Background: an optimization exercise with open tools, aiming at small area and a short achievable clock period. Do not read the settings as production practice. Function was checked by simulation only, so behaviour that the tests miss may differ from the original. Power is estimated from default activity; no workload was simulated.

Design processor_arm, start of the top module:
module processor_arm #(parameter N = 64)
	(input  logic CLOCK_50, reset,
	 output logic [N-1:0] IM_addr,
	 input  logic [31:0] IM_readData,
	 output logic [N-1:0] DM_writeData, DM_addr,
	 output logic DM_writeEnable, DM_readEnable,
	 input  logic [N-1:0] DM_readData);
	logic clk;
	assign clk = CLOCK_50;
	logic [63:2] pc;
	logic [31:0] ins;
	logic [10:0] op;
	assign ins = IM_readData;
	assign op  = ins[31:21];
	logic [63:2] pc_o, pc_next;
	assign IM_addr = {pc_o, 2'b00};
	logic [4:0] ra1, ra2;
	assign ra1 = ins[9:5];
	assign ra2 = ins[28] ? ins[4:0] : ins[20:16];
	logic dADD, dSUB, dAND, dORR, dLD, dST, dCBZ;
	assign dADD = (op == 11'b10001011000);
	assign dSUB = (op == 11'b11001011000);
	assign dAND = (op == 11'b10001010000);
	assign dORR = (op == 11'b10101010000);
	assign dLD  = (op == 11'b11111000010);
	assign dST  = (op == 11'b11111000000);
	assign dCBZ = (op[10:3] == 8'b10110100);
	logic [63:2] f_pc;
	logic [31:0] f_s1;
	logic [30:0] f_s2;
	logic [4:0]  f_rd;
	logic [18:0] f_off;
	logic        f_sub, f_and, f_orr, f_immD;
	logic        f_ld, f_st, f_cbz, f_rw;
	always_ff @(posedge clk) begin
		f_pc  <= pc;
		for (int i = 0; i < 31; i++) begin
			f_s1[i] <= ~dCBZ & (ra1 == i[4:0]);
			f_s2[i] <= (ra2 == i[4:0]);
		end
		f_s1[31] <= dCBZ;
		f_rd  <= ins[4:0];
		f_off <= ins[23:5];
		f_sub <= dSUB;
		f_and <= dAND;
		f_orr <= dORR;
		f_immD <= dLD | dST;
	end
	always_ff @(posedge clk, posedge reset)
		if (reset) begin
			f_ld <= 1'b0; f_st <= 1'b0; f_cbz <= 1'b0; f_rw <= 1'b0;
		end else begin
			f_ld  <= dLD;
			f_st  <= dST;
			f_cbz <= dCBZ;
			f_rw  <= (dADD | dSUB | dAND | dORR | dLD) & (ins[4:0] != 5'd31);
		end
	logic [63:0] rd1, rd2;
	logic        m_ld;
  ...
Size: roughly 7000 cells after synthesis, ~290 I/O pins.
clock: 7.0 ns
lec_check: 0
cap_margin: 20
core_margin: 2
core_utilization: 50
cts_cluster_diameter: 100
cts_cluster_size: 20
setup_slack_margin: 4.2
slew_margin: 40
synth_hierarchical: 1
standard.sh (not shown) runs the stock make flow with config.mk's settings and CLKGATE_MAP_FILE= SYNTH_SCRIPT=/design/flow/synth_recipe.tcl, a recipe that flattens the netlist after the stock synthesis.
==> flow/flow/run.sh <==
#!/bin/bash
# Layout flow: the standard ORFS flow (standard synthesis unchanged), with
# the I/O port buffers made with buf_4 instead of the default pick and with
# cell sizing not restricted to the same footprint. Each tool's output goes
# to its own log file in this folder (ORFS keeps per-step logs in orfs/logs).
set -euo pipefail
export BUFFER_PORTS_ARGS="-buffer_cell sky130_fd_sc_hd__buf_4"
bash standard.sh synth > synth.log 2>&1
bash standard.sh MATCH_CELL_FOOTPRINT=0 finish > layout.log 2>&1
Then changed:
Settings changed: SETUP_SLACK_MARGIN 4.2 to 4.45, SLEW_MARGIN 40 to 20.
What happened: Die area stays the same. Global-route usage rose by 3.0 points. Combinational power increases by a little under a tenth. Routed wire length went up by a few percent. Non-clock buffer count is higher by 170. Total power climbs slightly.
Then changed:
Settings changed: SETUP_SLACK_MARGIN 4.45 to 4.2.
What happened:
- cell count shrinks by a few percent
- worst setup slack gains 0.021 ns
- wire length shrinks by a few percent
- global-route usage shrinks by 3.0 points
- hold slack stays flat
- non-clock buffer count shrinks by 191
- design area shrinks by a few percent
- critical path depth is unchanged
- combinational power shrinks by a little under a tenth
- synthesized cell count does not change

========
== juniper ==
Another version of the RTL of processor_arm (not shown whole).
Size in the first run: about 6900 cells after synthesis, ~290 I/O pins.
==> flow/config.mk <==
export PLATFORM = sky130hd
export DESIGN_NAME = processor_arm
export DESIGN_NICKNAME = processor_arm
export VERILOG_FILES = /design/flow/design.v
export SDC_FILE = /design/flow/constraint.sdc
export NUM_CORES = 4
export LEC_CHECK = 0
export CAP_MARGIN = 20
export CORE_MARGIN = 2
export CORE_UTILIZATION = 50
export CTS_CLUSTER_DIAMETER = 150
export CTS_CLUSTER_SIZE = 25
export SETUP_SLACK_MARGIN = 4.2
export SLEW_MARGIN = 20
export SYNTH_HIERARCHICAL = 1
==> flow/constraint.sdc <==
create_clock -name core_clock -period 7.0 [get_ports {CLOCK_50}]
set_input_delay 1.4000 -clock core_clock [delete_from_list [all_inputs] [get_ports {CLOCK_50}]]
set_output_delay 1.4000 -clock core_clock [all_outputs]
set_load 0.01 [all_outputs]
Scripts as last shown in full above: flow/flow/run.sh
The inputs of onyx differ from those of juniper as listed below.
Settings: CTS_CLUSTER_SIZE now 20, was 25; CTS_CLUSTER_DIAMETER now 100, was 150.
## What came out
Compared with juniper, in onyx number of H-tree levels up 1, flip-flop and latch area flat, number of hold buffers added after CTS flat.
onyx vs. juniper: global-route track usage on met1 went up by 0.19 points.
The wire length of onyx and that of juniper are within noise of each other.
Taking juniper as the reference, in onyx highest cell delay on the worst timing path went down by 0.06 ns, count of buffers not belonging to the clock network in the layout went up by 11, total power after layout went up by 3.9%.
Re insertion delay of the later-clocked pin in the worst-skew pair: juniper and onyx aren't equal, and the higher value belongs to onyx.
Going from juniper to onyx, setup slack after layout +0.033 ns, routed length on met1 ~0 delta.
For violet, these inputs were changed with respect to onyx:
Settings: CTS_CLUSTER_DIAMETER changed from 100 to 150; SETUP_SLACK_MARGIN changed from 4.2 to 4.4; CTS_CLUSTER_SIZE changed from 20 to 25.
### Flow results
- Status | violet and onyx | clean
- violet does better than onyx on worst setup slack.
- Cmp violet vs onyx: number of cells on the worst reg-to-reg path lower in violet
- ~same total routed wire length on the met1 layer in violet and onyx
- violet improves on onyx in worst hold slack.

[static timing again, ports no longer ideal]
The results above use ideal ports. As a check the final layouts listed here were re-extracted and re-timed, cells and wires unchanged. Step 1: set_driving_cell puts a clkbuf_16 on CLOCK_50 and a buf_2 on each other input, an assumption about the parent block. Step 2 also shifts input and output timing later by t, the mid clock arrival at the registers, as if the neighbouring blocks saw the same clock. a / b / c = no drivers / after step 1 / after step 2; a / b = the first two.
run	t (ns)	setup slack, ns	worst hold slack (ns)	worst setup path after step 2	clock arrival spread, ns
the first run of note 1	0.951	3.937 / 3.931 / 3.937	0.330 / 0.330 / 0.330	register to register	0.048 / 0.048
the second run of note 1	0.948	4.030 / 3.944 / 4.034	0.332 / 0.332 / 0.332	input, reset recovery	0.040 / 0.040
the third run of note 1	0.946	4.051 / 3.964 / 4.032	0.332 / 0.332 / 0.332	input, reset recovery	0.033 / 0.032
juniper	0.943	3.931 / 3.931 / 3.931	0.331 / 0.331 / 0.331	register to register	0.055 / 0.055
onyx	0.959	3.964 / 3.964 / 3.964	0.330 / 0.330 / 0.330	register to register	0.049 / 0.049
violet	0.935	4.083 / 4.003 / 3.922	0.342 / 0.342 / 0.342	input to register	0.069 / 0.069
After both steps setup and hold are still met in every run listed. For violet, which loses most, drivers alone change the setup slack by -0.080 ns; drivers and shift together by -0.161 ns. The worst setup slack also covers recovery checks on asynchronous resets.
